From an optimization exercise on the open Yosys and OpenROAD flow, aimed at small area, a short achievable clock period and few clock cycles per item; shortcuts taken in it are not production practice. Where RTL was checked, it was by simulation tests only, not by an equivalence proof against the original.

main:
## PointMultiplier
module PointMultiplier(point, scalar, clk, start, result, done);
For scale: ~46 flip-flops, about 38 I/O pins.
export LEC_CHECK = 0
export CAP_MARGIN = 20
export CORE_MARGIN = 2
export CORE_UTILIZATION = 55
export SETUP_SLACK_MARGIN = 3
export SLEW_MARGIN = 20
create_clock -name core_clock -period 8.0 [get_ports {clk}]
standard.sh (not shown) runs the stock make flow with config.mk's settings and CLKGATE_MAP_FILE= SYNTH_SCRIPT=/design/flow/synth_recipe.tcl, a recipe that flattens the netlist after the stock synthesis.
==> flow/flow/run.sh <==
#!/bin/bash
# Layout flow: the standard flow, except that the synthesis's final
# technology mapping (ABC) runs flow/abc.script (Yosys's default ABC script
# for a liberty library, with a relaxed delay target for area recovery)
# instead of ORFS's abc_speed/abc_area script, and the half/full-adder
# extraction is off (this design is XOR logic, not arithmetic).
# Everything before ABC (and so every register, its name and cell) is
# the standard synthesis (synth_recipe.tcl); everything after synthesis
# is standard.sh. Logs: synth.log, layout.log.
set -euo pipefail
W=$(pwd)
export MY_ABC_D=$(cat "$W/flow/abc_d.txt" 2>/dev/null || echo 4000)
export MY_ABC_SCRIPT="$W/flow/abc.script"
make -C "$FLOW_HOME" DESIGN_CONFIG="$W/config.mk" WORK_HOME="$W/orfs" CLKGATE_MAP_FILE= \
  SYNTH_SCRIPT="$W/flow/my_synth.tcl" ADDER_MAP_FILE= synth > "$W/synth.log" 2>&1
bash "$W/standard.sh" > "$W/layout.log" 2>&1
==> flow/flow/abc.script <==
strash; &get -n; &fraig -x; &put; dc2; strash; &get -n; &dch -f; &nf -R 20 {D}; &put; buffer; upsize {D}; dnsize {D}; stime -p
==> flow/flow/abc_d.txt <==
4000
==> flow/flow/my_synth.tcl <==
proc synth {args} { yosys synth -nofsm -noshare {*}$args }
# Same synthesis as synth_recipe.tcl, but the final technology mapping uses
# Yosys's default ABC script with the delay target from MY_ABC_D (ps).
proc abc {args} {
  set keep {}
  set i 0
  while {$i < [llength $args]} {
    set a [lindex $args $i]
    if {$a eq "-script" || $a eq "-D"} {
      incr i 2
      continue
    }
    lappend keep $a
    incr i
  }
  if {[info exists ::env(MY_ABC_SCRIPT)] && $::env(MY_ABC_SCRIPT) ne ""} {
    lappend keep -script $::env(MY_ABC_SCRIPT)
  }
  yosys abc {*}$keep -D [expr {[info exists ::env(MY_ABC_D)] ? $::env(MY_ABC_D) : 4000}]
}
source $::env(SCRIPTS_DIR)/synth.tcl
# left out here: clear keep_hierarchy, flatten, clean up, hide names made inside functions, write 1_2_yosys.v
Testbench counts of main, summed over its fixed seeds: cycles 3,246, items 384.
--- input diff main..the feature branch ---
diff --git a/flow/flow/run.sh b/flow/flow/run.sh
--- a/flow/flow/run.sh
+++ b/flow/flow/run.sh
@@ -7,5 +7,8 @@
 # Everything before ABC (and so every register, its name and cell) is
 # the standard synthesis (synth_recipe.tcl); everything after synthesis
-# is standard.sh. Logs: synth.log, layout.log.
+# is standard.sh, with the port buffers that global placement inserts made
+# of buf_1 cells (ORFS's BUFFER_PORTS_ARGS) instead of the resizer's pick,
+# clkdlybuf4s50_1; repair_design and repair_timing still resize them.
+# Logs: synth.log, layout.log.
 set -euo pipefail
 W=$(pwd)
@@ -14,3 +17,4 @@
 make -C "$FLOW_HOME" DESIGN_CONFIG="$W/config.mk" WORK_HOME="$W/orfs" CLKGATE_MAP_FILE= \
   SYNTH_SCRIPT="$W/flow/my_synth.tcl" ADDER_MAP_FILE= synth > "$W/synth.log" 2>&1
+export BUFFER_PORTS_ARGS="-buffer_cell sky130_fd_sc_hd__buf_1"
 bash "$W/standard.sh" > "$W/layout.log" 2>&1
==> flow/flow/abc.script <==
strash; &get -n; &fraig -x; &put; dc2; strash; &get -n; &dch -f; &nf -R 20 {D}; &put
Notes after the runs:
- A capture point of the worst path of acc[8] is what the feature branch shows, while invd[4] belongs to main.
- Of the feature branch and main, it is the feature branch that has the lower cell area after layout.
- Aggregate global-route resource usage ended up 2.0 points higher on the feature branch than on main.

========
## quartz
Another version of the RTL of PointMultiplier (not shown whole).
For scale: about 46 flip-flops.
clock: 8.0 ns
lec_check: 0
cap_margin: 20
core_margin: 2
core_utilization: 60
place_density: 0.7
setup_slack_margin: 3
slew_margin: 20
==> flow/flow/run.sh <==
#!/bin/bash
# Layout flow: the standard flow, except that the synthesis's final
# technology mapping (ABC) runs flow/abc.script (Yosys's default ABC script
# for a liberty library, with a relaxed delay target for area recovery)
# instead of ORFS's abc_speed/abc_area script, and the half/full-adder
# extraction is off (this design is XOR logic, not arithmetic).
# Everything before ABC (and so every register, its name and cell) is
# the standard synthesis (synth_recipe.tcl); everything after synthesis
# is standard.sh, with the port buffers that global placement inserts made
# of buf_1 cells (ORFS's BUFFER_PORTS_ARGS) instead of the resizer's pick,
# clkdlybuf4s50_1; repair_design and repair_timing still resize them.
# Logs: synth.log, layout.log.
set -euo pipefail
W=$(pwd)
export MY_ABC_D=$(cat "$W/flow/abc_d.txt" 2>/dev/null || echo 4000)
export MY_ABC_SCRIPT="$W/flow/abc.script"
make -C "$FLOW_HOME" DESIGN_CONFIG="$W/config.mk" WORK_HOME="$W/orfs" CLKGATE_MAP_FILE= \
  SYNTH_SCRIPT="$W/flow/my_synth.tcl" ADDER_MAP_FILE= synth > "$W/synth.log" 2>&1
export BUFFER_PORTS_ARGS="-buffer_cell sky130_fd_sc_hd__buf_1"
bash "$W/standard.sh" > "$W/layout.log" 2>&1
==> flow/flow/abc.script <==
strash; &get -n; &fraig -x; &put; dc2; strash; &get -n; &dch -f; &nf -R 20 {D}; &put
Scripts as last shown in full above: flow/flow/abc_d.txt, flow/flow/my_synth.tcl
Testbench counts of quartz, summed over its fixed seeds: cycles 3,221, items 384.
diff inputs: quartz => indigo
- PLACE_DENSITY removed (was 0.7)
- CORE_UTILIZATION changed from 60 to 50
Total met2 wirelength after detailed routing for indigo: about 2.4% up relative to quartz. Of quartz and indigo, the higher final hold slack belongs to indigo. Placeable core region: indigo > quartz. indigo finished every step from synthesis to the final layout, and the layout passed the timing, DRC and antenna checks. Compared with quartz, in indigo delay contributed by the slowest stage of the critical path -0.06 ns; first-pass GRT wire length increased by 2.9% relative to the old numbers; cell area +19 µm². Taking quartz as the reference point, the clock skew of indigo falls by 0.0045 ns.

========
Another version of the RTL of PointMultiplier (not shown whole).
For scale: roughly 740 cells after synthesis, ~53 flip-flops.
Settings: LEC_CHECK=0, CAP_MARGIN=20, CORE_MARGIN=2, CORE_UTILIZATION=65, SETUP_SLACK_MARGIN=2.5, SLEW_MARGIN=20; clock period 8.0 ns.
==> flow/flow/run.sh <==
#!/bin/bash
# Layout flow: the standard flow, except that the synthesis's final
# technology mapping (ABC) uses Yosys's default ABC script with a delay
# target instead of ORFS's abc_speed/abc_area script, and the half/full-adder
# extraction is off (this design is XOR logic, not arithmetic).
# Everything before ABC (and so every register, its name and cell) is
# the standard synthesis (synth_recipe.tcl); everything after synthesis
# is standard.sh.
set -euo pipefail
W=$(pwd)
export MY_ABC_D=$(cat "$W/flow/abc_d.txt" 2>/dev/null || echo 4000)
make -C "$FLOW_HOME" DESIGN_CONFIG="$W/config.mk" WORK_HOME="$W/orfs" CLKGATE_MAP_FILE= \
  SYNTH_SCRIPT="$W/flow/my_synth.tcl" ADDER_MAP_FILE= synth > "$W/synth.log" 2>&1
bash "$W/standard.sh" > "$W/layout.log" 2>&1
Scripts as last shown in full above: flow/flow/abc_d.txt, flow/flow/my_synth.tcl
==> next run, changes <==
==> flow/run.sh (new file) <==
#!/bin/bash
# synth_recipe.tcl (not shown) runs the flow's synth.tcl, then flattens the netlist and writes it again
# the make line also repeats each setting of config.mk as NAME=value (left out here)
make -C /OpenROAD-flow-scripts/flow DESIGN_CONFIG=/design/flow/config.mk WORK_HOME=/design/flow/orfs CLKGATE_MAP_FILE= SYNTH_SCRIPT=/design/flow/synth_recipe.tcl finish
--- a/flow/config.mk
+++ b/flow/config.mk
@@ -7,6 +7,6 @@
 export LEC_CHECK = 0
+export ABC_AREA = 1
 export CAP_MARGIN = 20
 export CORE_MARGIN = 2
-export CORE_UTILIZATION = 65
-export SETUP_SLACK_MARGIN = 2.5
+export CORE_UTILIZATION = 40
 export SLEW_MARGIN = 20
removed: flow/flow/run.sh
removed: flow/flow/abc_d.txt
removed: flow/flow/my_synth.tcl
removed: flow/standard.sh
Outcome: The new run finished with timing, DRC and antenna clean. Maximum frequency is lower by 4.2%. Flip-flop and latch count does not change. Non-clock buffer count is unchanged. Global-route usage fell by 11 points.
No functional check of the RTL was part of any run of this note.

========
PointMultiplier, a different RTL version from the one above (not shown whole).
For scale: ~5200 um2 of cells after synthesis.
export LEC_CHECK = 0
export CAP_MARGIN = 20
export CORE_MARGIN = 2
export CORE_UTILIZATION = 55
export SETUP_SLACK_MARGIN = 3
export SLEW_MARGIN = 20
create_clock -name core_clock -period 8.0 [get_ports {clk}]
==> flow/flow/run.sh <==
#!/bin/bash
# Layout flow: the standard flow, except that the synthesis's final
# technology mapping (ABC) runs flow/abc.script (Yosys's default ABC script
# for a liberty library, with a relaxed delay target for area recovery)
# instead of ORFS's abc_speed/abc_area script, and the half/full-adder
# extraction is off (this design is XOR logic, not arithmetic).
# Everything before ABC (and so every register, its name and cell) is
# the standard synthesis (synth_recipe.tcl); everything after synthesis
# is standard.sh, with the port buffers that global placement inserts made
# of buf_1 cells (ORFS's BUFFER_PORTS_ARGS) instead of the resizer's pick,
# clkdlybuf4s50_1; repair_design and repair_timing still resize them.
# Logs: synth.log, layout.log.
set -euo pipefail
W=$(pwd)
export MY_ABC_D=$(cat "$W/flow/abc_d.txt" 2>/dev/null || echo 4000)
export MY_ABC_SCRIPT="$W/flow/abc.script"
make -C "$FLOW_HOME" DESIGN_CONFIG="$W/config.mk" WORK_HOME="$W/orfs" CLKGATE_MAP_FILE= \
  SYNTH_SCRIPT="$W/flow/my_synth.tcl" ADDER_MAP_FILE= synth > "$W/synth.log" 2>&1
export BUFFER_PORTS_ARGS="-buffer_cell sky130_fd_sc_hd__buf_1"
bash "$W/standard.sh" > "$W/layout.log" 2>&1
==> flow/flow/abc_d.txt <==
4000
==> flow/flow/my_synth.tcl <==
proc synth {args} { yosys synth -nofsm -noshare {*}$args }
# Same synthesis as synth_recipe.tcl, but the final technology mapping uses
# Yosys's default ABC script with the delay target from MY_ABC_D (ps).
proc abc {args} {
  set keep {}
  set i 0
  while {$i < [llength $args]} {
    set a [lindex $args $i]
    if {$a eq "-script" || $a eq "-D"} {
      incr i 2
      continue
    }
    lappend keep $a
    incr i
  }
  if {[info exists ::env(MY_ABC_SCRIPT)] && $::env(MY_ABC_SCRIPT) ne ""} {
    lappend keep -script $::env(MY_ABC_SCRIPT)
  }
  yosys abc {*}$keep -D [expr {[info exists ::env(MY_ABC_D)] ? $::env(MY_ABC_D) : 4000}]
}
source $::env(SCRIPTS_DIR)/synth.tcl
# left out here: clear keep_hierarchy, flatten, clean up, hide names made inside functions, write 1_2_yosys.v
Scripts as last shown in full above: flow/flow/abc.script
Testbench counts at the start, summed over its fixed seeds: cycles 3,246, items 384.
Change:
==> flow/flow/abc.script (replaced) <==
strash; &get -n; &fraig -x; &put; dc2; strash; &get -n; &dch -f; &nf -R 20 {D}; &put; buffer; upsize {D}; dnsize {D}; stime -p
The changed run completed with no timing, DRC or antenna violations.
Routed wire length increases by 6.4%.
First-iteration DRC count increases by about 14%.
Via count increases by about 2.4%.
Synthesized cell count increases by about 6%.
Change:
==> flow/flow/abc.script (replaced) <==
strash; &get -n; &fraig -x; &put; dc2; strash; &get -n; &dch -f; &nf -R 20 {D}; &put
Settings changed: CORE_UTILIZATION 55 to 60.
=> Clock-buffer cell count stays the same. Worst setup slack loses 0.038 ns. Hold slack got worse by 0.023 ns. Cell area goes down by about 3.3%. Synthesized area goes down by about 7%. Global-route usage rose by 4.3 points.
Change:
==> flow/flow/abc.script (replaced) <==
strash; &get -n; &fraig -x; &put; dc2; strash; &get -n; &dch -f; &nf -R 50 {D}; &put
Settings changed: CORE_UTILIZATION 60 to 55.
After rerunning: Setup slack gets worse by 0.038 ns; area after synthesis went down slightly.
Change:
==> flow/flow/abc.script (replaced) <==
strash; &get -n; &fraig -x; &put; dc2; strash; &get -n; &dch -f; &nf -R 20 {D}; &put
Settings changed: PLACE_DENSITY set to 0.8.
Cell count hardly moves.
Non-clock buffer count goes down by 3.
Synthesized cell count is higher by 0.71%.
Worst hold slack gets worse by 0.0092 ns.
Count of clock-buffer cells in the layout decreases by 1.
Routed wire length is lower by 1.6%.
Die area increases by 1.5%.
Change:
Settings changed: PLACE_DENSITY 0.8 to not set, SETUP_SLACK_MARGIN 3 to 2.75.
After rerunning: Synthesized area does not change. Global-route usage shrinks by 0.39 points. Worst hold slack degrades by 0.026 ns. Critical path depth does not change. Wire length shrinks slightly. Setup slack degrades by 0.19 ns. Register-to-register slack degrades by 0.19 ns.

separate check: timing with driven ports:
No port has a modelled driver above. Below, the same layouts with a new extraction and two added sets of constraints.
Step 1: set_driving_cell puts a clkbuf_16 on clk and a buf_2 on each other input, an assumption about the parent block.
Step 2, shift: input delay + t, output delay - t, t = (earliest + latest rising clock arrival at the registers) / 2. This alone moves slack from input paths to output paths.
Three values: no drivers, after step 1, after step 2; two values: the first two.
run | t, ns | setup slack, ns | worst setup path after step 2 | clock arrival spread, ns
main | 0.339 | 3.217 / 3.217 / 3.217 | register to register | 0.024 / 0.023
the feature branch | 0.341 | 3.145 / 3.145 / 3.145 | register to register | 0.010 / 0.010
quartz | 0.340 | 3.188 / 3.188 / 3.188 | register to register | 0.029 / 0.028
indigo | 0.335 | 3.201 / 3.201 / 3.201 | register to register | 0.024 / 0.023
the first run of note 3 | 0.345 | 2.641 / 2.641 / 2.401 | input to register | 0.019 / 0.019
the second run of note 3 | 0.348 | 2.408 / 2.425 / 2.077 | input to register | 0.009 / 0.010
the first run of note 4 | 0.355 | 3.333 / 3.333 / 3.333 | register to register | 0.024 / 0.024
the second run of note 4 | 0.343 | 3.211 / 3.211 / 3.211 | register to register | 0.011 / 0.011
the third run of note 4 | 0.353 | 3.172 / 3.172 / 3.172 | register to register | 0.013 / 0.014
the fourth run of note 4 | 0.342 | 3.134 / 3.134 / 3.134 | register to register | 0.015 / 0.015
the fifth run of note 4 | 0.335 | 3.287 / 3.287 / 3.287 | register to register | 0.010 / 0.009
the sixth run of note 4 | 0.353 | 3.097 / 3.097 / 3.097 | register to register | 0.024 / 0.025
After both steps setup and hold are still met in every run listed. For the second run of note 3, which loses most, drivers alone change the setup slack by +0.017 ns; drivers and shift together by -0.331 ns.
